What follows belongs to an exercise in optimizing a design on an open flow for small area and a short achievable clock period; a production flow would make more cautious choices. For this run, only the layout was checked, not whether the RTL still works. Power and IR drop assume default switching activity.

## design/flow/config.mk

```make
export PLATFORM = sky130hd
export DESIGN_NAME = datapathB_behavioral
export DESIGN_NICKNAME = datapathB_behavioral
export VERILOG_FILES = /design/flow/design.v
export SDC_FILE = /design/flow/constraint.sdc
export NUM_CORES = 4
export LEC_CHECK = 0
export CAP_MARGIN = 20
export CORE_MARGIN = 2
export CORE_UTILIZATION = 40
export CTS_BUF_LIST = sky130_fd_sc_hd__clkbuf_8
export CTS_CLUSTER_SIZE = 40
export SETUP_SLACK_MARGIN = 3.3
export SLEW_MARGIN = 20
```

## design/flow/constraint.sdc

```tcl
create_clock -name core_clock -period 6.0 [get_ports {CLK}]
set_input_delay 1.2000 -clock core_clock [delete_from_list [all_inputs] [get_ports {CLK}]]
set_output_delay 1.2000 -clock core_clock [all_outputs]
set_load 0.01 [all_outputs]
```

## design/flow/design.v

```verilog
module datapathB_behavioral
  #(parameter WLx = 8, parameter WLc = 8)
  ( input signed [WLx-1:0] x,
    input signed [WLc-1:0] a, b, c,
    input CLK,
    output signed [(WLx+WLc+WLc)+1:0] outR
  );
  reg [7:0] x1, c1, c2; reg [8:0] w1;
  reg [11:0] ex2;
  reg [15:0] yA1, yB1, y2;
  reg [6:0] zlo3; reg [15:0] zA3, zB3; reg cyk3, clo3; reg [1:0] wh3; reg [22:0] z4;
  wire [11:0] ex0 = {x[7], ((x[7] & ~x[6] & ~x[5]) | (~x[7] & x[6] & x[5])), (x[6] ^ x[5]), x[5], ((x[5] & ~x[4] & ~x[3]) | (~x[5] & x[4] & x[3])), (x[4] ^ x[3]), x[3], ((x[3] & ~x[2] & ~x[1]) | (~x[3] & x[2] & x[1])), (x[2] ^ x[1]), x[1], (x[1] & ~x[0]), x[0]};
  wire [11:0] ex1 = {x1[7], ((x1[7] & ~x1[6] & ~x1[5]) | (~x1[7] & x1[6] & x1[5])), (x1[6] ^ x1[5]), x1[5], ((x1[5] & ~x1[4] & ~x1[3]) | (~x1[5] & x1[4] & x1[3])), (x1[4] ^ x1[3]), x1[3], ((x1[3] & ~x1[2] & ~x1[1]) | (~x1[3] & x1[2] & x1[1])), (x1[2] ^ x1[1]), x1[1], (x1[1] & ~x1[0]), x1[0]};
  wire n_1;
  wire n_2;
  wire n_3;
  wire n_4;
  wire n_5;
  wire n_6;
  wire n_7;
  wire n_8;
  wire n_9;
  wire n_10;
  wire n_11;
  wire n_12;
  wire n_13;
  wire n_14;
  wire n_15;
  wire n_16;
  wire n_17;
  wire n_18;
  wire n_19;
  wire n_20;
  wire n_21;
  wire n_22;
  wire n_23;
  wire n_24;
  wire n_25;
  wire n_26;
  wire n_27;
  wire n_28;
  wire n_29;
  wire n_30;
  wire n_31;
  wire n_32;
  wire n_33;
  wire n_34;
  wire n_35;
  wire n_36;
  wire n_37;
  wire n_38;
  wire n_39;
  wire n_40;
  wire n_41;
  wire n_42;
  wire n_43;
  wire n_44;
  wire n_45;
  wire n_46;
  wire n_47;
  wire n_48;
  wire n_49;
  wire n_50;
  wire n_51;
  wire n_52;
  wire n_53;
  wire n_54;
  wire n_55;
  wire n_56;
  wire n_57;
  wire n_58;
  wire n_59;
  wire n_60;
  wire n_61;
  wire n_62;
  wire n_63;
  wire n_64;
  wire n_65;
  wire n_66;
  wire n_67;
  wire n_68;
  wire n_69;
  wire n_70;
  wire n_71;
  wire n_72;
  wire n_73;
  wire n_74;
  wire n_75;
  wire n_76;
  wire n_77;
  wire n_78;
  wire n_79;
  wire n_80;
  wire n_81;
  wire n_82;
  wire n_83;
  wire n_84;
  wire n_85;
  wire n_86;
  wire n_87;
  wire n_88;
  wire n_89;
  wire n_90;
  wire n_91;
  wire n_92;
  wire n_93;
  wire n_94;
  wire n_95;
  wire n_96;
  wire n_97;
  wire n_98;
  wire n_99;
  wire n_100;
  wire n_101;
  wire n_102;
  wire n_103;
  wire n_104;
  wire n_105;
  wire n_106;
  wire n_107;
  wire n_108;
  wire n_109;
  wire n_110;
  wire n_111;
  wire n_112;
  wire n_113;
  wire n_114;
  wire n_115;
  wire n_116;
  wire n_117;
  wire n_118;
  wire n_119;
  wire n_120;
  wire n_121;
  wire n_122;
  wire n_123;
  wire n_124;
  wire n_125;
  wire n_126;
  wire n_127;
  wire n_128;
  wire n_129;
  wire n_130;
  wire n_131;
  wire n_132;
  wire n_133;
  wire n_134;
  wire n_135;
  wire n_136;
  wire n_137;
  wire n_138;
  wire n_139;
  wire n_140;
  wire n_141;
  wire n_142;
  wire n_143;
  wire n_144;
  wire n_145;
  wire n_146;
  wire n_147;
  wire n_148;
  wire n_149;
  wire n_150;
  wire n_151;
  wire n_152;
  wire n_153;
  wire n_154;
  wire n_155;
  wire n_156;
  wire n_157;
  wire n_158;
  wire n_159;
  wire n_160;
  wire n_161;
  wire n_162;
  wire n_163;
  wire n_164;
  wire n_165;
  wire n_166;
  wire n_167;
  wire n_168;
  wire n_169;
  wire n_170;
  wire n_171;
  wire n_172;
  wire n_173;
  wire n_174;
  wire n_175;
  wire n_176;
  wire n_177;
  wire n_178;
  wire n_179;
  wire n_180;
  wire n_181;
  wire n_182;
  wire n_183;
  wire n_184;
  wire n_185;
  wire n_186;
  wire n_187;
  wire n_188;
  wire n_189;
  wire n_190;
  wire n_191;
  wire n_192;
  wire n_193;
  wire n_194;
  wire n_195;
  wire n_196;
  wire n_197;
  wire n_198;
  wire n_199;
  wire n_200;
  wire n_201;
  wire n_202;
  wire n_203;
  wire n_204;
  wire n_205;
  wire n_206;
  wire n_207;
  wire n_208;
  wire n_209;
  wire n_210;
  wire n_211;
  wire n_212;
  wire n_213;
  wire n_214;
  wire n_215;
  wire n_216;
  wire n_217;
  wire n_218;
  wire n_219;
  wire n_220;
  wire n_221;
  wire n_222;
  wire n_223;
  wire n_224;
  wire n_225;
  wire n_226;
  wire n_227;
  wire n_228;
  wire n_229;
  wire n_230;
  wire n_231;
  wire n_232;
  wire n_233;
  wire n_234;
  wire n_235;
  wire n_236;
  wire n_237;
  wire n_238;
  wire n_239;
  wire n_240;
  wire n_241;
  wire n_242;
  wire n_243;
  wire n_244;
  wire n_245;
  wire n_246;
  wire n_247;
  wire n_248;
  wire n_249;
  wire n_250;
  wire n_251;
  wire n_252;
  wire n_253;
  wire n_254;
  wire n_255;
  wire n_256;
  wire n_257;
  wire n_258;
  wire n_259;
  wire n_260;
  wire n_261;
  wire n_262;
  wire n_263;
  wire n_264;
  wire n_265;
  wire n_266;
  wire n_267;
  wire n_268;
  wire n_269;
  wire n_270;
  wire n_271;
  wire n_272;
  wire n_273;
  wire n_274;
  wire n_275;
  wire n_276;
  wire n_277;
  wire n_278;
  wire n_279;
  wire n_280;
  wire n_281;
  wire n_282;
  wire n_283;
  wire n_284;
  wire n_285;
  wire n_286;
  wire n_287;
  wire n_288;
  wire n_289;
  wire n_290;
  wire n_291;
  wire n_292;
  wire n_293;
  wire n_294;
  wire n_295;
  wire n_296;
  wire n_297;
  wire n_298;
  wire n_299;
  wire n_300;
  wire n_301;
  wire n_302;
  wire n_303;
  wire n_304;
  wire n_305;
  wire n_306;
  wire n_307;
  wire n_308;
  wire n_309;
  wire n_310;
  wire n_311;
  wire n_312;
  wire n_313;
  wire n_314;
  wire n_315;
  wire n_316;
  wire n_317;
  wire n_318;
  wire n_319;
  wire n_320;
  wire n_321;
  wire n_322;
  wire n_323;
  wire n_324;
  wire n_325;
  wire n_326;
  wire n_327;
  wire n_328;
  wire n_329;
  wire n_330;
  wire n_331;
  wire n_332;
  wire n_333;
  wire n_334;
  wire n_335;
  wire n_336;
  wire n_337;
  wire n_338;
  wire n_339;
  wire n_340;
  wire n_341;
  wire n_342;
  wire n_343;
  wire n_344;
  wire n_345;
  wire n_346;
  wire n_347;
  wire n_348;
  wire n_349;
  wire n_350;
  wire n_351;
  wire n_352;
  wire n_353;
  wire n_354;
  wire n_355;
  wire n_356;
  wire n_357;
  wire n_358;
  wire n_359;
  wire n_360;
  wire n_361;
  wire n_362;
  wire n_363;
  wire n_364;
  wire n_365;
  wire n_366;
  wire n_367;
  wire n_368;
  wire n_369;
  wire n_370;
  wire n_371;
  wire n_372;
  wire n_373;
  wire n_374;
  wire n_375;
  wire n_376;
  wire n_377;
  wire n_378;
  wire n_379;
  wire n_380;
  wire n_381;
  wire n_382;
  wire n_383;
  wire n_384;
  wire n_385;
  wire n_386;
  wire n_387;
  wire n_388;
  wire n_389;
  wire n_390;
  wire n_391;
  wire n_392;
  wire n_393;
  wire n_394;
  wire n_395;
  wire n_396;
  wire n_397;
  wire n_398;
  wire n_399;
  wire n_400;
  wire n_401;
  wire n_402;
  wire n_403;
  wire n_404;
  wire n_405;
  wire n_406;
  wire n_407;
  wire n_408;
  wire n_409;
  wire n_410;
  wire n_411;
  wire n_412;
  wire n_413;
  wire n_414;
  wire n_415;
  wire n_416;
  wire n_417;
  wire n_418;
  wire n_419;
  wire n_420;
  wire n_421;
  wire n_422;
  wire n_423;
  wire n_424;
  wire n_425;
  wire n_426;
  wire n_427;
  wire n_428;
  wire n_429;
  wire n_430;
  wire n_431;
  wire n_432;
  wire n_433;
  wire n_434;
  wire n_435;
  wire n_436;
  wire n_437;
  wire n_438;
  wire n_439;
  wire n_440;
  wire n_441;
  wire n_442;
  wire n_443;
  wire n_444;
  wire n_445;
  wire n_446;
  wire n_447;
  wire n_448;
  wire n_449;
  wire n_450;
  wire n_451;
  wire n_452;
  wire n_453;
  wire n_454;
  assign n_1 = ((a[0] & ex0[0]) ^ ex0[2]);
  assign n_2 = (((a[1] & ex0[0]) | (a[0] & ex0[1])) ^ ex0[2]);
  assign n_3 = (((a[2] & ex0[0]) | (a[1] & ex0[1])) ^ ex0[2]);
  assign n_4 = (((a[3] & ex0[0]) | (a[2] & ex0[1])) ^ ex0[2]);
  assign n_5 = (((a[4] & ex0[0]) | (a[3] & ex0[1])) ^ ex0[2]);
  assign n_6 = (((a[5] & ex0[0]) | (a[4] & ex0[1])) ^ ex0[2]);
  assign n_7 = (((a[6] & ex0[0]) | (a[5] & ex0[1])) ^ ex0[2]);
  assign n_8 = (((a[7] & ex0[0]) | (a[6] & ex0[1])) ^ ex0[2]);
  assign n_9 = ~((((a[7] & ex0[0]) | (a[7] & ex0[1])) ^ ex0[2]));
  assign n_10 = ((a[0] & ex0[3]) ^ ex0[5]);
  assign n_11 = (((a[1] & ex0[3]) | (a[0] & ex0[4])) ^ ex0[5]);
  assign n_12 = (((a[2] & ex0[3]) | (a[1] & ex0[4])) ^ ex0[5]);
  assign n_13 = (((a[3] & ex0[3]) | (a[2] & ex0[4])) ^ ex0[5]);
  assign n_14 = (((a[4] & ex0[3]) | (a[3] & ex0[4])) ^ ex0[5]);
  assign n_15 = (((a[5] & ex0[3]) | (a[4] & ex0[4])) ^ ex0[5]);
  assign n_16 = (((a[6] & ex0[3]) | (a[5] & ex0[4])) ^ ex0[5]);
  assign n_17 = (((a[7] & ex0[3]) | (a[6] & ex0[4])) ^ ex0[5]);
  assign n_18 = ~((((a[7] & ex0[3]) | (a[7] & ex0[4])) ^ ex0[5]));
  assign n_19 = ((a[0] & ex0[6]) ^ ex0[8]);
  assign n_20 = (((a[1] & ex0[6]) | (a[0] & ex0[7])) ^ ex0[8]);
  assign n_21 = (((a[2] & ex0[6]) | (a[1] & ex0[7])) ^ ex0[8]);
  assign n_22 = (((a[3] & ex0[6]) | (a[2] & ex0[7])) ^ ex0[8]);
  assign n_23 = (((a[4] & ex0[6]) | (a[3] & ex0[7])) ^ ex0[8]);
  assign n_24 = (((a[5] & ex0[6]) | (a[4] & ex0[7])) ^ ex0[8]);
  assign n_25 = (((a[6] & ex0[6]) | (a[5] & ex0[7])) ^ ex0[8]);
  assign n_26 = (((a[7] & ex0[6]) | (a[6] & ex0[7])) ^ ex0[8]);
  assign n_27 = ~((((a[7] & ex0[6]) | (a[7] & ex0[7])) ^ ex0[8]));
  assign n_28 = ((a[0] & ex0[9]) ^ ex0[11]);
  assign n_29 = (((a[1] & ex0[9]) | (a[0] & ex0[10])) ^ ex0[11]);
  assign n_30 = (((a[2] & ex0[9]) | (a[1] & ex0[10])) ^ ex0[11]);
  assign n_31 = (((a[3] & ex0[9]) | (a[2] & ex0[10])) ^ ex0[11]);
  assign n_32 = (((a[4] & ex0[9]) | (a[3] & ex0[10])) ^ ex0[11]);
  assign n_33 = (((a[5] & ex0[9]) | (a[4] & ex0[10])) ^ ex0[11]);
  assign n_34 = (((a[6] & ex0[9]) | (a[5] & ex0[10])) ^ ex0[11]);
  assign n_35 = (((a[7] & ex0[9]) | (a[6] & ex0[10])) ^ ex0[11]);
  assign n_36 = ~((((a[7] & ex0[9]) | (a[7] & ex0[10])) ^ ex0[11]));
  assign n_37 = n_7 ^ n_14;
  assign n_38 = n_7 & n_14;
  assign n_39 = n_8 ^ n_15 ^ n_22;
  assign n_40 = (n_8 & n_15) | (n_8 & n_22) | (n_15 & n_22);
  assign n_41 = n_9 ^ n_16 ^ n_23;
  assign n_42 = (n_9 & n_16) | (n_9 & n_23) | (n_16 & n_23);
  assign n_43 = n_17 ^ n_24;
  assign n_44 = n_17 & n_24;
  assign n_45 = n_18 ^ n_25;
  assign n_46 = n_18 & n_25;
  assign n_47 = n_5 ^ n_12;
  assign n_48 = n_5 & n_12;
  assign n_49 = n_6 ^ n_13 ^ n_20;
  assign n_50 = (n_6 & n_13) | (n_6 & n_20) | (n_13 & n_20);
  assign n_51 = n_21 ^ n_28 ^ n_37;
  assign n_52 = (n_21 & n_28) | (n_21 & n_37) | (n_28 & n_37);
  assign n_53 = n_29 ^ n_39 ^ n_38;
  assign n_54 = (n_29 & n_39) | (n_29 & n_38) | (n_39 & n_38);
  assign n_55 = n_30 ^ n_41 ^ n_40;
  assign n_56 = (n_30 & n_41) | (n_30 & n_40) | (n_41 & n_40);
  assign n_57 = n_31 ^ n_43 ^ n_42;
  assign n_58 = (n_31 & n_43) | (n_31 & n_42) | (n_43 & n_42);
  assign n_59 = n_32 ^ n_45 ^ n_44;
  assign n_60 = (n_32 & n_45) | (n_32 & n_44) | (n_45 & n_44);
  assign n_61 = n_26 ^ n_33 ^ n_46;
  assign n_62 = (n_26 & n_33) | (n_26 & n_46) | (n_33 & n_46);
  assign n_63 = n_27 ^ n_34;
  assign n_64 = n_27 & n_34;
  assign n_65 = ((y2[0] & ex2[0]) ^ ex2[2]);
  assign n_66 = (((y2[1] & ex2[0]) | (y2[0] & ex2[1])) ^ ex2[2]);
  assign n_67 = (((y2[2] & ex2[0]) | (y2[1] & ex2[1])) ^ ex2[2]);
  assign n_68 = (((y2[3] & ex2[0]) | (y2[2] & ex2[1])) ^ ex2[2]);
  assign n_69 = (((y2[4] & ex2[0]) | (y2[3] & ex2[1])) ^ ex2[2]);
  assign n_70 = (((y2[5] & ex2[0]) | (y2[4] & ex2[1])) ^ ex2[2]);
  assign n_71 = (((y2[6] & ex2[0]) | (y2[5] & ex2[1])) ^ ex2[2]);
  assign n_72 = (((y2[7] & ex2[0]) | (y2[6] & ex2[1])) ^ ex2[2]);
  assign n_73 = (((y2[8] & ex2[0]) | (y2[7] & ex2[1])) ^ ex2[2]);
  assign n_74 = (((y2[9] & ex2[0]) | (y2[8] & ex2[1])) ^ ex2[2]);
  assign n_75 = (((y2[10] & ex2[0]) | (y2[9] & ex2[1])) ^ ex2[2]);
  assign n_76 = (((y2[11] & ex2[0]) | (y2[10] & ex2[1])) ^ ex2[2]);
  assign n_77 = (((y2[12] & ex2[0]) | (y2[11] & ex2[1])) ^ ex2[2]);
  assign n_78 = (((y2[13] & ex2[0]) | (y2[12] & ex2[1])) ^ ex2[2]);
  assign n_79 = (((y2[14] & ex2[0]) | (y2[13] & ex2[1])) ^ ex2[2]);
  assign n_80 = (((y2[15] & ex2[0]) | (y2[14] & ex2[1])) ^ ex2[2]);
  assign n_81 = ~((((y2[15] & ex2[0]) | (y2[15] & ex2[1])) ^ ex2[2]));
  assign n_82 = ((y2[0] & ex2[3]) ^ ex2[5]);
  assign n_83 = (((y2[1] & ex2[3]) | (y2[0] & ex2[4])) ^ ex2[5]);
  assign n_84 = (((y2[2] & ex2[3]) | (y2[1] & ex2[4])) ^ ex2[5]);
  assign n_85 = (((y2[3] & ex2[3]) | (y2[2] & ex2[4])) ^ ex2[5]);
  assign n_86 = (((y2[4] & ex2[3]) | (y2[3] & ex2[4])) ^ ex2[5]);
  assign n_87 = (((y2[5] & ex2[3]) | (y2[4] & ex2[4])) ^ ex2[5]);
  assign n_88 = (((y2[6] & ex2[3]) | (y2[5] & ex2[4])) ^ ex2[5]);
  assign n_89 = (((y2[7] & ex2[3]) | (y2[6] & ex2[4])) ^ ex2[5]);
  assign n_90 = (((y2[8] & ex2[3]) | (y2[7] & ex2[4])) ^ ex2[5]);
  assign n_91 = (((y2[9] & ex2[3]) | (y2[8] & ex2[4])) ^ ex2[5]);
  assign n_92 = (((y2[10] & ex2[3]) | (y2[9] & ex2[4])) ^ ex2[5]);
  assign n_93 = (((y2[11] & ex2[3]) | (y2[10] & ex2[4])) ^ ex2[5]);
  assign n_94 = (((y2[12] & ex2[3]) | (y2[11] & ex2[4])) ^ ex2[5]);
  assign n_95 = (((y2[13] & ex2[3]) | (y2[12] & ex2[4])) ^ ex2[5]);
  assign n_96 = (((y2[14] & ex2[3]) | (y2[13] & ex2[4])) ^ ex2[5]);
  assign n_97 = (((y2[15] & ex2[3]) | (y2[14] & ex2[4])) ^ ex2[5]);
  assign n_98 = ~((((y2[15] & ex2[3]) | (y2[15] & ex2[4])) ^ ex2[5]));
  assign n_99 = ((y2[0] & ex2[6]) ^ ex2[8]);
  assign n_100 = (((y2[1] & ex2[6]) | (y2[0] & ex2[7])) ^ ex2[8]);
  assign n_101 = (((y2[2] & ex2[6]) | (y2[1] & ex2[7])) ^ ex2[8]);
  assign n_102 = (((y2[3] & ex2[6]) | (y2[2] & ex2[7])) ^ ex2[8]);
  assign n_103 = (((y2[4] & ex2[6]) | (y2[3] & ex2[7])) ^ ex2[8]);
  assign n_104 = (((y2[5] & ex2[6]) | (y2[4] & ex2[7])) ^ ex2[8]);
  assign n_105 = (((y2[6] & ex2[6]) | (y2[5] & ex2[7])) ^ ex2[8]);
  assign n_106 = (((y2[7] & ex2[6]) | (y2[6] & ex2[7])) ^ ex2[8]);
  assign n_107 = (((y2[8] & ex2[6]) | (y2[7] & ex2[7])) ^ ex2[8]);
  assign n_108 = (((y2[9] & ex2[6]) | (y2[8] & ex2[7])) ^ ex2[8]);
  assign n_109 = (((y2[10] & ex2[6]) | (y2[9] & ex2[7])) ^ ex2[8]);
  assign n_110 = (((y2[11] & ex2[6]) | (y2[10] & ex2[7])) ^ ex2[8]);
  assign n_111 = (((y2[12] & ex2[6]) | (y2[11] & ex2[7])) ^ ex2[8]);
  assign n_112 = (((y2[13] & ex2[6]) | (y2[12] & ex2[7])) ^ ex2[8]);
  assign n_113 = (((y2[14] & ex2[6]) | (y2[13] & ex2[7])) ^ ex2[8]);
  assign n_114 = (((y2[15] & ex2[6]) | (y2[14] & ex2[7])) ^ ex2[8]);
  assign n_115 = ~((((y2[15] & ex2[6]) | (y2[15] & ex2[7])) ^ ex2[8]));
  assign n_116 = ((y2[0] & ex2[9]) ^ ex2[11]);
  assign n_117 = (((y2[1] & ex2[9]) | (y2[0] & ex2[10])) ^ ex2[11]);
  assign n_118 = (((y2[2] & ex2[9]) | (y2[1] & ex2[10])) ^ ex2[11]);
  assign n_119 = (((y2[3] & ex2[9]) | (y2[2] & ex2[10])) ^ ex2[11]);
  assign n_120 = (((y2[4] & ex2[9]) | (y2[3] & ex2[10])) ^ ex2[11]);
  assign n_121 = (((y2[5] & ex2[9]) | (y2[4] & ex2[10])) ^ ex2[11]);
  assign n_122 = (((y2[6] & ex2[9]) | (y2[5] & ex2[10])) ^ ex2[11]);
  assign n_123 = (((y2[7] & ex2[9]) | (y2[6] & ex2[10])) ^ ex2[11]);
  assign n_124 = (((y2[8] & ex2[9]) | (y2[7] & ex2[10])) ^ ex2[11]);
  assign n_125 = (((y2[9] & ex2[9]) | (y2[8] & ex2[10])) ^ ex2[11]);
  assign n_126 = (((y2[10] & ex2[9]) | (y2[9] & ex2[10])) ^ ex2[11]);
  assign n_127 = (((y2[11] & ex2[9]) | (y2[10] & ex2[10])) ^ ex2[11]);
  assign n_128 = (((y2[12] & ex2[9]) | (y2[11] & ex2[10])) ^ ex2[11]);
  assign n_129 = (((y2[13] & ex2[9]) | (y2[12] & ex2[10])) ^ ex2[11]);
  assign n_130 = (((y2[14] & ex2[9]) | (y2[13] & ex2[10])) ^ ex2[11]);
  assign n_131 = (((y2[15] & ex2[9]) | (y2[14] & ex2[10])) ^ ex2[11]);
  assign n_132 = ~((((y2[15] & ex2[9]) | (y2[15] & ex2[10])) ^ ex2[11]));
  assign n_133 = n_71 ^ n_86;
  assign n_134 = n_71 & n_86;
  assign n_135 = n_72 ^ n_87 ^ n_102;
  assign n_136 = (n_72 & n_87) | (n_72 & n_102) | (n_87 & n_102);
  assign n_137 = n_73 ^ n_88 ^ n_103;
  assign n_138 = (n_73 & n_88) | (n_73 & n_103) | (n_88 & n_103);
  assign n_139 = n_74 ^ n_89 ^ n_104;
  assign n_140 = (n_74 & n_89) | (n_74 & n_104) | (n_89 & n_104);
  assign n_141 = n_75 ^ n_90 ^ n_105;
  assign n_142 = (n_75 & n_90) | (n_75 & n_105) | (n_90 & n_105);
  assign n_143 = n_76 ^ n_91 ^ n_106;
  assign n_144 = (n_76 & n_91) | (n_76 & n_106) | (n_91 & n_106);
  assign n_145 = n_77 ^ n_92 ^ n_107;
  assign n_146 = (n_77 & n_92) | (n_77 & n_107) | (n_92 & n_107);
  assign n_147 = n_78 ^ n_93 ^ n_108;
  assign n_148 = (n_78 & n_93) | (n_78 & n_108) | (n_93 & n_108);
  assign n_149 = n_79 ^ n_94 ^ n_109;
  assign n_150 = (n_79 & n_94) | (n_79 & n_109) | (n_94 & n_109);
  assign n_151 = n_80 ^ n_95 ^ n_110;
  assign n_152 = (n_80 & n_95) | (n_80 & n_110) | (n_95 & n_110);
  assign n_153 = n_81 ^ n_96 ^ n_111;
  assign n_154 = (n_81 & n_96) | (n_81 & n_111) | (n_96 & n_111);
  assign n_155 = n_97 ^ n_112;
  assign n_156 = n_97 & n_112;
  assign n_157 = n_98 ^ n_113;
  assign n_158 = n_98 & n_113;
  assign n_159 = n_69 ^ n_84;
  assign n_160 = n_69 & n_84;
  assign n_161 = n_70 ^ n_85 ^ n_100;
  assign n_162 = (n_70 & n_85) | (n_70 & n_100) | (n_85 & n_100);
  assign n_163 = n_101 ^ n_116 ^ n_133;
  assign n_164 = (n_101 & n_116) | (n_101 & n_133) | (n_116 & n_133);
  assign n_165 = n_117 ^ n_135 ^ n_134;
  assign n_166 = (n_117 & n_135) | (n_117 & n_134) | (n_135 & n_134);
  assign n_167 = n_118 ^ n_137 ^ n_136;
  assign n_168 = (n_118 & n_137) | (n_118 & n_136) | (n_137 & n_136);
  assign n_169 = n_119 ^ n_139 ^ n_138;
  assign n_170 = (n_119 & n_139) | (n_119 & n_138) | (n_139 & n_138);
  assign n_171 = n_120 ^ n_141 ^ n_140;
  assign n_172 = (n_120 & n_141) | (n_120 & n_140) | (n_141 & n_140);
  assign n_173 = n_121 ^ n_143 ^ n_142;
  assign n_174 = (n_121 & n_143) | (n_121 & n_142) | (n_143 & n_142);
  assign n_175 = n_122 ^ n_145 ^ n_144;
  assign n_176 = (n_122 & n_145) | (n_122 & n_144) | (n_145 & n_144);
  assign n_177 = n_123 ^ n_147 ^ n_146;
  assign n_178 = (n_123 & n_147) | (n_123 & n_146) | (n_147 & n_146);
  assign n_179 = n_124 ^ n_149 ^ n_148;
  assign n_180 = (n_124 & n_149) | (n_124 & n_148) | (n_149 & n_148);
  assign n_181 = n_125 ^ n_151 ^ n_150;
  assign n_182 = (n_125 & n_151) | (n_125 & n_150) | (n_151 & n_150);
  assign n_183 = n_126 ^ n_153 ^ n_152;
  assign n_184 = (n_126 & n_153) | (n_126 & n_152) | (n_153 & n_152);
  assign n_185 = n_127 ^ n_155 ^ n_154;
  assign n_186 = (n_127 & n_155) | (n_127 & n_154) | (n_155 & n_154);
  assign n_187 = n_128 ^ n_157 ^ n_156;
  assign n_188 = (n_128 & n_157) | (n_128 & n_156) | (n_157 & n_156);
  assign n_189 = n_114 ^ n_129 ^ n_158;
  assign n_190 = (n_114 & n_129) | (n_114 & n_158) | (n_129 & n_158);
  assign n_191 = n_115 ^ n_130;
  assign n_192 = n_115 & n_130;
  assign n_193 = s1s[0] ^ 1'b0;
  assign n_194 = s1s[1] ^ s1c[0];
  assign n_195 = s1s[2] ^ s1c[1];
  assign n_196 = s1s[3] ^ s1c[2];
  assign n_197 = s1s[4] ^ s1c[3];
  assign n_198 = s1s[5] ^ s1c[4];
  assign n_199 = s1s[6] ^ s1c[5];
  assign n_200 = s1s[7] ^ s1c[6];
  assign n_201 = s1s[8] ^ s1c[7];
  assign n_202 = s1s[9] ^ s1c[8];
  assign n_203 = s1s[10] ^ s1c[9];
  assign n_204 = s1s[11] ^ s1c[10];
  assign n_205 = s1s[12] ^ s1c[11];
  assign n_206 = s1s[13] ^ s1c[12];
  assign n_207 = s1s[14] ^ s1c[13];
  assign n_208 = s1s[15] ^ s1c[14];
  assign n_209 = s1s[0] & 1'b0;
  assign n_210 = s1s[1] & s1c[0];
  assign n_211 = s1s[2] & s1c[1];
  assign n_212 = s1s[3] & s1c[2];
  assign n_213 = s1s[4] & s1c[3];
  assign n_214 = s1s[5] & s1c[4];
  assign n_215 = s1s[6] & s1c[5];
  assign n_216 = s1s[7] & s1c[6];
  assign n_217 = s1s[8] & s1c[7];
  assign n_218 = s1s[9] & s1c[8];
  assign n_219 = s1s[10] & s1c[9];
  assign n_220 = s1s[11] & s1c[10];
  assign n_221 = s1s[12] & s1c[11];
  assign n_222 = s1s[13] & s1c[12];
  assign n_223 = s1s[14] & s1c[13];
  assign n_224 = s1s[15] & s1c[14];
  assign n_225 = n_210 | (n_194 & n_209);
  assign n_226 = n_194 & n_193;
  assign n_227 = n_212 | (n_196 & n_211);
  assign n_228 = n_196 & n_195;
  assign n_229 = n_214 | (n_198 & n_213);
  assign n_230 = n_198 & n_197;
  assign n_231 = n_216 | (n_200 & n_215);
  assign n_232 = n_200 & n_199;
  assign n_233 = n_218 | (n_202 & n_217);
  assign n_234 = n_202 & n_201;
  assign n_235 = n_220 | (n_204 & n_219);
  assign n_236 = n_204 & n_203;
  assign n_237 = n_222 | (n_206 & n_221);
  assign n_238 = n_206 & n_205;
  assign n_239 = n_224 | (n_208 & n_223);
  assign n_240 = n_208 & n_207;
  assign n_241 = n_211 | (n_195 & n_225);
  assign n_242 = n_195 & n_226;
  assign n_243 = n_227 | (n_228 & n_225);
  assign n_244 = n_228 & n_226;
  assign n_245 = n_215 | (n_199 & n_229);
  assign n_246 = n_199 & n_230;
  assign n_247 = n_231 | (n_232 & n_229);
  assign n_248 = n_232 & n_230;
  assign n_249 = n_219 | (n_203 & n_233);
  assign n_250 = n_203 & n_234;
  assign n_251 = n_235 | (n_236 & n_233);
  assign n_252 = n_236 & n_234;
  assign n_253 = n_223 | (n_207 & n_237);
  assign n_254 = n_207 & n_238;
  assign n_255 = n_239 | (n_240 & n_237);
  assign n_256 = n_240 & n_238;
  assign n_257 = n_213 | (n_197 & n_243);
  assign n_258 = n_197 & n_244;
  assign n_259 = n_229 | (n_230 & n_243);
  assign n_260 = n_230 & n_244;
  assign n_261 = n_245 | (n_246 & n_243);
  assign n_262 = n_246 & n_244;
  assign n_263 = n_247 | (n_248 & n_243);
  assign n_264 = n_248 & n_244;
  assign n_265 = n_221 | (n_205 & n_251);
  assign n_266 = n_205 & n_252;
  assign n_267 = n_237 | (n_238 & n_251);
  assign n_268 = n_238 & n_252;
  assign n_269 = n_253 | (n_254 & n_251);
  assign n_270 = n_254 & n_252;
  assign n_271 = n_255 | (n_256 & n_251);
  assign n_272 = n_256 & n_252;
  assign n_273 = n_217 | (n_201 & n_263);
  assign n_274 = n_201 & n_264;
  assign n_275 = n_233 | (n_234 & n_263);
  assign n_276 = n_234 & n_264;
  assign n_277 = n_249 | (n_250 & n_263);
  assign n_278 = n_250 & n_264;
  assign n_279 = n_251 | (n_252 & n_263);
  assign n_280 = n_252 & n_264;
  assign n_281 = n_265 | (n_266 & n_263);
  assign n_282 = n_266 & n_264;
  assign n_283 = n_267 | (n_268 & n_263);
  assign n_284 = n_268 & n_264;
  assign n_285 = n_269 | (n_270 & n_263);
  assign n_286 = n_270 & n_264;
  assign n_287 = n_271 | (n_272 & n_263);
  assign n_288 = n_272 & n_264;
  assign n_289 = n_194 ^ n_209;
  assign n_290 = n_195 ^ n_225;
  assign n_291 = n_196 ^ n_241;
  assign n_292 = n_197 ^ n_243;
  assign n_293 = n_198 ^ n_257;
  assign n_294 = n_199 ^ n_259;
  assign n_295 = n_200 ^ n_261;
  assign n_296 = n_201 ^ n_263;
  assign n_297 = n_202 ^ n_273;
  assign n_298 = n_203 ^ n_275;
  assign n_299 = n_204 ^ n_277;
  assign n_300 = n_205 ^ n_279;
  assign n_301 = n_206 ^ n_281;
  assign n_302 = n_207 ^ n_283;
  assign n_303 = n_208 ^ n_285;
  assign n_304 = ls[0] ^ 1'b0;
  assign n_305 = ls[1] ^ lc[0];
  assign n_306 = ls[2] ^ lc[1];
  assign n_307 = ls[3] ^ lc[2];
  assign n_308 = ls[4] ^ lc[3];
  assign n_309 = ls[5] ^ lc[4];
  assign n_310 = ls[6] ^ lc[5];
  assign n_311 = ls[0] & 1'b0;
  assign n_312 = ls[1] & lc[0];
  assign n_313 = ls[2] & lc[1];
  assign n_314 = ls[3] & lc[2];
  assign n_315 = ls[4] & lc[3];
  assign n_316 = ls[5] & lc[4];
  assign n_317 = ls[6] & lc[5];
  assign n_318 = n_312 | (n_305 & n_311);
  assign n_319 = n_305 & n_304;
  assign n_320 = n_314 | (n_307 & n_313);
  assign n_321 = n_307 & n_306;
  assign n_322 = n_316 | (n_309 & n_315);
  assign n_323 = n_309 & n_308;
  assign n_324 = n_313 | (n_306 & n_318);
  assign n_325 = n_306 & n_319;
  assign n_326 = n_320 | (n_321 & n_318);
  assign n_327 = n_321 & n_319;
  assign n_328 = n_317 | (n_310 & n_322);
  assign n_329 = n_310 & n_323;
  assign n_330 = n_315 | (n_308 & n_326);
  assign n_331 = n_308 & n_327;
  assign n_332 = n_322 | (n_323 & n_326);
  assign n_333 = n_323 & n_327;
  assign n_334 = n_328 | (n_329 & n_326);
  assign n_335 = n_329 & n_327;
  assign n_336 = n_305 ^ n_311;
  assign n_337 = n_306 ^ n_318;
  assign n_338 = n_307 ^ n_324;
  assign n_339 = n_308 ^ n_326;
  assign n_340 = n_309 ^ n_330;
  assign n_341 = n_310 ^ n_332;
  assign n_342 = hs[0] ^ cyk3;
  assign n_343 = hs[1] ^ hc[0];
  assign n_344 = hs[2] ^ hc[1];
  assign n_345 = hs[3] ^ hc[2];
  assign n_346 = hs[4] ^ hc[3];
  assign n_347 = hs[5] ^ hc[4];
  assign n_348 = hs[6] ^ hc[5];
  assign n_349 = hs[7] ^ hc[6];
  assign n_350 = hs[8] ^ hc[7];
  assign n_351 = hs[9] ^ hc[8];
  assign n_352 = hs[10] ^ hc[9];
  assign n_353 = hs[11] ^ hc[10];
  assign n_354 = hs[12] ^ hc[11];
  assign n_355 = hs[13] ^ hc[12];
  assign n_356 = hs[14] ^ hc[13];
  assign n_357 = hs[15] ^ hc[14];
  assign n_358 = hs[0] & cyk3;
  assign n_359 = hs[1] & hc[0];
  assign n_360 = hs[2] & hc[1];
  assign n_361 = hs[3] & hc[2];
  assign n_362 = hs[4] & hc[3];
  assign n_363 = hs[5] & hc[4];
  assign n_364 = hs[6] & hc[5];
  assign n_365 = hs[7] & hc[6];
  assign n_366 = hs[8] & hc[7];
  assign n_367 = hs[9] & hc[8];
  assign n_368 = hs[10] & hc[9];
  assign n_369 = hs[11] & hc[10];
  assign n_370 = hs[12] & hc[11];
  assign n_371 = hs[13] & hc[12];
  assign n_372 = hs[14] & hc[13];
  assign n_373 = hs[15] & hc[14];
  assign n_374 = n_358 | (n_342 & clo3);
  assign n_375 = n_359 | (n_343 & n_374);
  assign n_376 = n_343 & n_342;
  assign n_377 = n_361 | (n_345 & n_360);
  assign n_378 = n_345 & n_344;
  assign n_379 = n_363 | (n_347 & n_362);
  assign n_380 = n_347 & n_346;
  assign n_381 = n_365 | (n_349 & n_364);
  assign n_382 = n_349 & n_348;
  assign n_383 = n_367 | (n_351 & n_366);
  assign n_384 = n_351 & n_350;
  assign n_385 = n_369 | (n_353 & n_368);
  assign n_386 = n_353 & n_352;
  assign n_387 = n_371 | (n_355 & n_370);
  assign n_388 = n_355 & n_354;
  assign n_389 = n_373 | (n_357 & n_372);
  assign n_390 = n_357 & n_356;
  assign n_391 = n_360 | (n_344 & n_375);
  assign n_392 = n_344 & n_376;
  assign n_393 = n_377 | (n_378 & n_375);
  assign n_394 = n_378 & n_376;
  assign n_395 = n_364 | (n_348 & n_379);
  assign n_396 = n_348 & n_380;
  assign n_397 = n_381 | (n_382 & n_379);
  assign n_398 = n_382 & n_380;
  assign n_399 = n_368 | (n_352 & n_383);
  assign n_400 = n_352 & n_384;
  assign n_401 = n_385 | (n_386 & n_383);
  assign n_402 = n_386 & n_384;
  assign n_403 = n_372 | (n_356 & n_387);
  assign n_404 = n_356 & n_388;
  assign n_405 = n_389 | (n_390 & n_387);
  assign n_406 = n_390 & n_388;
  assign n_407 = n_362 | (n_346 & n_393);
  assign n_408 = n_346 & n_394;
  assign n_409 = n_379 | (n_380 & n_393);
  assign n_410 = n_380 & n_394;
  assign n_411 = n_395 | (n_396 & n_393);
  assign n_412 = n_396 & n_394;
  assign n_413 = n_397 | (n_398 & n_393);
  assign n_414 = n_398 & n_394;
  assign n_415 = n_370 | (n_354 & n_401);
  assign n_416 = n_354 & n_402;
  assign n_417 = n_387 | (n_388 & n_401);
  assign n_418 = n_388 & n_402;
  assign n_419 = n_403 | (n_404 & n_401);
  assign n_420 = n_404 & n_402;
  assign n_421 = n_405 | (n_406 & n_401);
  assign n_422 = n_406 & n_402;
  assign n_423 = n_366 | (n_350 & n_413);
  assign n_424 = n_350 & n_414;
  assign n_425 = n_383 | (n_384 & n_413);
  assign n_426 = n_384 & n_414;
  assign n_427 = n_399 | (n_400 & n_413);
  assign n_428 = n_400 & n_414;
  assign n_429 = n_401 | (n_402 & n_413);
  assign n_430 = n_402 & n_414;
  assign n_431 = n_415 | (n_416 & n_413);
  assign n_432 = n_416 & n_414;
  assign n_433 = n_417 | (n_418 & n_413);
  assign n_434 = n_418 & n_414;
  assign n_435 = n_419 | (n_420 & n_413);
  assign n_436 = n_420 & n_414;
  assign n_437 = n_421 | (n_422 & n_413);
  assign n_438 = n_422 & n_414;
  assign n_439 = n_342 ^ clo3;
  assign n_440 = n_343 ^ n_374;
  assign n_441 = n_344 ^ n_375;
  assign n_442 = n_345 ^ n_391;
  assign n_443 = n_346 ^ n_393;
  assign n_444 = n_347 ^ n_407;
  assign n_445 = n_348 ^ n_409;
  assign n_446 = n_349 ^ n_411;
  assign n_447 = n_350 ^ n_413;
  assign n_448 = n_351 ^ n_423;
  assign n_449 = n_352 ^ n_425;
  assign n_450 = n_353 ^ n_427;
  assign n_451 = n_354 ^ n_429;
  assign n_452 = n_355 ^ n_431;
  assign n_453 = n_356 ^ n_433;
  assign n_454 = n_357 ^ n_435;
  wire [15:0] yA = {1'b0, n_36, n_35, n_63, n_61, n_59, n_57, n_55, n_53, n_51, n_49, n_19, n_4, n_3, n_2, n_1};
  wire [15:0] yB = {1'b0, 1'b0, n_64, n_62, n_60, n_58, n_56, n_54, n_52, n_50, n_48, n_47, n_11, n_10, 1'b0, 1'b0};
  wire [22:0] zA = {n_132, n_131, n_191, n_189, n_187, n_185, n_183, n_181, n_179, n_177, n_175, n_173, n_171, n_169, n_167, n_165, n_163, n_161, n_99, n_68, n_67, n_66, n_65};
  wire [22:0] zB = {1'b0, n_192, n_190, n_188, n_186, n_184, n_182, n_180, n_178, n_176, n_174, n_172, n_170, n_168, n_166, n_164, n_162, n_160, n_159, n_83, n_82, 1'b0, 1'b0};
  wire [8:0] w0 = {b[7], b} + {2'b00, {ex0[11], 1'b0, ex0[8], 1'b0, ex0[5], 1'b0, ex0[2]}};
  wire [8:0] w2 = {c2[7], c2} + {2'b00, {ex2[11], 1'b0, ex2[8], 1'b0, ex2[5], 1'b0, ex2[2]}};
  wire [15:0] W1 = {{7{w1[8]}}, w1} + 16'd43776;
  wire [15:0] s1s = yA1 ^ yB1 ^ W1;
  wire [15:0] s1c = (yA1 & yB1) | (yA1 & W1) | (yB1 & W1);
  wire [6:0] Wl = w2[6:0];
  wire [6:0] ls = zA[6:0] ^ zB[6:0] ^ Wl;
  wire [6:0] lc = (zA[6:0] & zB[6:0]) | (zA[6:0] & Wl) | (zB[6:0] & Wl);
  wire [22:0] W2f = {{14{wh3[1]}}, wh3, 7'd0} + 23'd2818048;
  wire [15:0] Wh = W2f[22:7];
  wire [15:0] hs = zA3 ^ zB3 ^ Wh;
  wire [15:0] hc = (zA3 & zB3) | (zA3 & Wh) | (zB3 & Wh);
  wire [15:0] ysum = {n_303, n_302, n_301, n_300, n_299, n_298, n_297, n_296, n_295, n_294, n_293, n_292, n_291, n_290, n_289, n_193};
  wire [7:0] lo = {n_334, n_341, n_340, n_339, n_338, n_337, n_336, n_304};
  wire [16:1] hsum = {n_454, n_453, n_452, n_451, n_450, n_449, n_448, n_447, n_446, n_445, n_444, n_443, n_442, n_441, n_440, n_439};
  always @(posedge CLK) begin
    x1 <= x; w1 <= w0; c1 <= c; yA1 <= yA; yB1 <= yB;
    ex2 <= ex1; c2 <= c1; y2 <= ysum;
    zlo3 <= lo[6:0]; clo3 <= lo[7]; cyk3 <= lc[6]; wh3 <= w2[8:7]; zA3 <= zA[22:7]; zB3 <= zB[22:7];
    z4 <= {hsum[16:1], zlo3};
  end
  assign outR = {{3{z4[22]}}, z4};
endmodule
```

## design/flow/flow/run.sh

```bash
#!/bin/bash
# Standard ORFS layout (standard.sh), except that every port gets a buf_2 as its port
# buffer instead of the delay buffer that buffer_ports picks by default.
set -euo pipefail
export BUFFER_PORTS_ARGS="-buffer_cell sky130_fd_sc_hd__buf_2"
bash standard.sh > standard_flow.log 2>&1
```

## design/flow/standard.sh

```bash
#!/bin/bash
# synth_recipe.tcl (not shown) runs the flow's synth.tcl, then flattens the netlist and writes it again
# the make line also repeats each setting of config.mk as NAME=value (left out here)
make -C /OpenROAD-flow-scripts/flow DESIGN_CONFIG=/design/flow/config.mk WORK_HOME=/design/flow/orfs CLKGATE_MAP_FILE= SYNTH_SCRIPT=/design/flow/synth_recipe.tcl "${@:-finish}"
```

==> impl_metrics.toml <==
[timing]
layout_worst_path_cycle_share = 0.458
rsz0062_at_grt = "yes"
max-slew-margin-rel = 0.631
setup_viol = 0
worst_slack_ns = 3.25
slew_violations = 0
hold_violations = 0
tns_ns = 0
clock_skew_ns = 0.0188
worst_pin_slew_ns = 0.553
whs_ns = 0.328
fmax_ghz = 0.364
post-route-min-period_ns = 2.75

[floorplan]
core_area_sq_mm = 0.0224
dieHeight_microns = 155
start_util = 0.404
die_x_microns = 155
ios = 59
die_area_sq_mm = 0.0239
num_rows = 55

[finish]
finalNonFillerCells = 1248
fin_util = 0.460
n_antenna_cell = 0
nFillCells = 2103
area.growth.synth_to_final_pct = 13.8
fin_nets = 1116
drive_gt1_frac = 0.191

[logic_synthesis]
synth_ff_type = "dfxtp_1"
seq_area_frac_synth = 0.338
yosys.area.top_type = "dfxtp_1"
syn_avg_cell_area_sq_um = 9.81
ys_warn_count = 1
syn_inst = 925
syn_area_sq_mm = 0.00907
ys_ff_latch = 153
syn-num-nets = 1091
synth.area.top_cells = "dfxtp_1 (34%), fa_1 (15%), ha_1 (9.2%)"
yosysUniqueCellTypes = 56
yosysTopAreaCellShare = 0.338
synthArstFlopShare = 0
synth-edff-count = 0

[grt]
grt_overflow = 0
grt_usage = 0.146
grt_pass1_wl_microns = 28300
grt_max_degree = 36
antenna_found_initial = 0
grt_pass1_vias = 5877

[run_status]
status = "complete, no violations"

[route]
wl_microns = 16900
final_antenna_net_count = 0
num_vias = 6167
drtIter0Drc = 312
vias_per_cell = 4.94
drtPass1Iterations = 5
detail_route.wl_per_cell_microns = 13.5
drcViolationCount = 0

[clock_network]
cts_root_buf = "clkbuf_8"
cts_buffer_depth = 2
clk_pin_slew_ns = 0.10
holdBufCountCts = 0
cts_tree = "done"
cts_sinks = 153
htreeDepth = 4
cts-buffers-inserted = 17
clock_latency_ns = 0.46

[placement]
port_buffers = 58
dp_hpwl_microns = 12500
dp_cells = 1200
place.gp.congestion = 0.798
dp_slack_ns = 2.49

[setup_path]
critPathBufInv = 1
endpoint_kind = "register"
cp.arrival_ns = 3.10
slowest_stage = "fa_1"
crit_chain = "fa_1 -> fa_2 -> inv_2 -> fa_2 -> nand3b_1 -> a21oi_2 -> o21ai_2 -> and2_4 -> fa_1 -> xnor2_1"
required_ns = 6.35
start_kind = "register"
cpPeakStageDelay_ns = 0.55
worst-path-max-fanout = 3
critPathKind = "reg -> reg"
crit_family = "adder cells"

[pwr]
p_leak_nw = 4.55
peakVddDrop_v = 0.000207
powerDensity_mw_per_mm2 = 559

[run]
maxCapViolCount = 0

[worst_hold_path]
holdCritPathClass = "reg -> reg"
==> cell families after synthesis <==
| group | Yosys count | synth area share |
|---|---|---|
| AOI/OAI and AO/OA | 199 | 0.154 |
| xor gates and xnor gates | 111 | 0.107 |
| adders and majority gates | 142 | 0.248 |
| buffers and inverters | 178 | 0.0778 |
| DFF | 153 | 0.338 |
| muxes | 8 | 0.00897 |
| and+or+nand+nor | 134 | 0.0661 |
==> cells in the final DEF, fill, tap and decap left out, drive strengths merged, types with 7 or more instances in the layout <==
cell	Yosys	layout
o22ai	10	10
o21ai	28	28
nor2	36	36
nand2	52	52
a221oi	13	13
a31oi	9	9
maj3	9	9
nand3	17	17
inv	108	118
dfxtp	153	153
ha	67	67
clkbuf	58	18
fa	66	66
mux2i	7	7
a22oi	63	63
xnor2	58	58
buf	11	75
a21o	9	9
xor2	53	53
a21oi	38	38
nor2b	11	11
==> state kept, by name, indices dropped and copies added, names as in the netlist <==
name  cells
zA3      16
yB1      12
yA1      15
zB3      15
cyk3      1
zlo3      7
z4       23
wh3       2
c1        8
clo3      1
y2       16
c2        8
ex2      12
w1        9
x1        8
==> report_power, final <==
group	internal, W	switching [W]
Clock	0.000441	0.000439
Sequential	0.00144	0.000244
Combinational	0.00151	0.00170
==> metal layers <==
layer  wire [microns]  GRT usage  share of wire  vias to the layer above
li1                 -          -              -                     3126
met1             8000      0.189           0.47                     2909
met2             8110      0.241           0.48                      117
met3              606     0.0342          0.036                       15
met4              175     0.0454          0.010                        0
met5                0          0              0                        -
==> through the flow <==
step	total power [W]	instance area, sq um
2_1_floorplan	0.00409	9210
3_3_place_gp	0.00463	9480
3_5_place_dp	0.00472	9480
4_1_cts	0.00569	10100
5_1_grt	0.00639	10300
6_report	0.00577	10300
==> Yosys cell counts, types with 8 or more instances <==
library cell and number:
dfxtp_1 153, inv_1 108, ha_1 67, fa_1 66, a22oi_1 63, xnor2_1 58
xor2_1 53, nand2_1 51, clkbuf_1 48, a21oi_1 35, nor2_1 35, o21ai_0 24
nand3_1 17, a221oi_1 13, nor2b_1 11, clkbuf_2 10, o22ai_1 10, maj3_1 9
a21o_1 8
==> worst paths after layout <==
check	end	from	cells past startpoint	slack (ns)
setup / recovery	z4[16]	zA3[0]	10	3.25
hold / removal	z4[2]	zlo3[2]	0	0.33
setup reg to reg	z4[16]	zA3[0]	10	3.25
hold reg to reg	z4[2]	zlo3[2]	0	0.33
==> repair_timing <==
action | in CTS | in global routing
setup endpoints to repair | 21 | 17
resized for setup | 30 | 53
pin swaps | 4 | 18
buffers inserted | 6 | 10
==> layout make-up <==
class / count / area, sq um / area share
multi-input combinational: 594 / 5510 / 0.534
sequential: 153 / 3110 / 0.301
timing repair buffer: 76 / 474 / 0.0459
inverter: 108 / 408 / 0.0395
tap: 285 / 357 / 0.0345
clock buffer: 17 / 234 / 0.0227
clock inverter: 15 / 228 / 0.0220

[re-timing with driven ports]
How much do the figures lean on ideal ports? The routed layout below was timed once more, with nothing changed but the port constraints. Step 1 (the two cells are an assumption about what drives the block):
set clk [get_ports {CLK}]
set_driving_cell -lib_cell sky130_fd_sc_hd__clkbuf_16 $clk
set_driving_cell -lib_cell sky130_fd_sc_hd__buf_2 [delete_from_list [all_inputs] $clk]
Step 2 also shifts input and output timing later by t, the mid clock arrival at the registers, as if the neighbouring blocks saw the same clock. a / b / c = ideal / step 1 / step 2; a / b = the first two.
t (ns): 0.493
setup WS [ns]: 3.250 / 3.250 / 2.850
worst setup path after step 2: input to register
After both steps setup and hold are still met in this run. For this run, drivers alone change the setup slack by 0.000 ns; drivers and shift together by -0.400 ns.
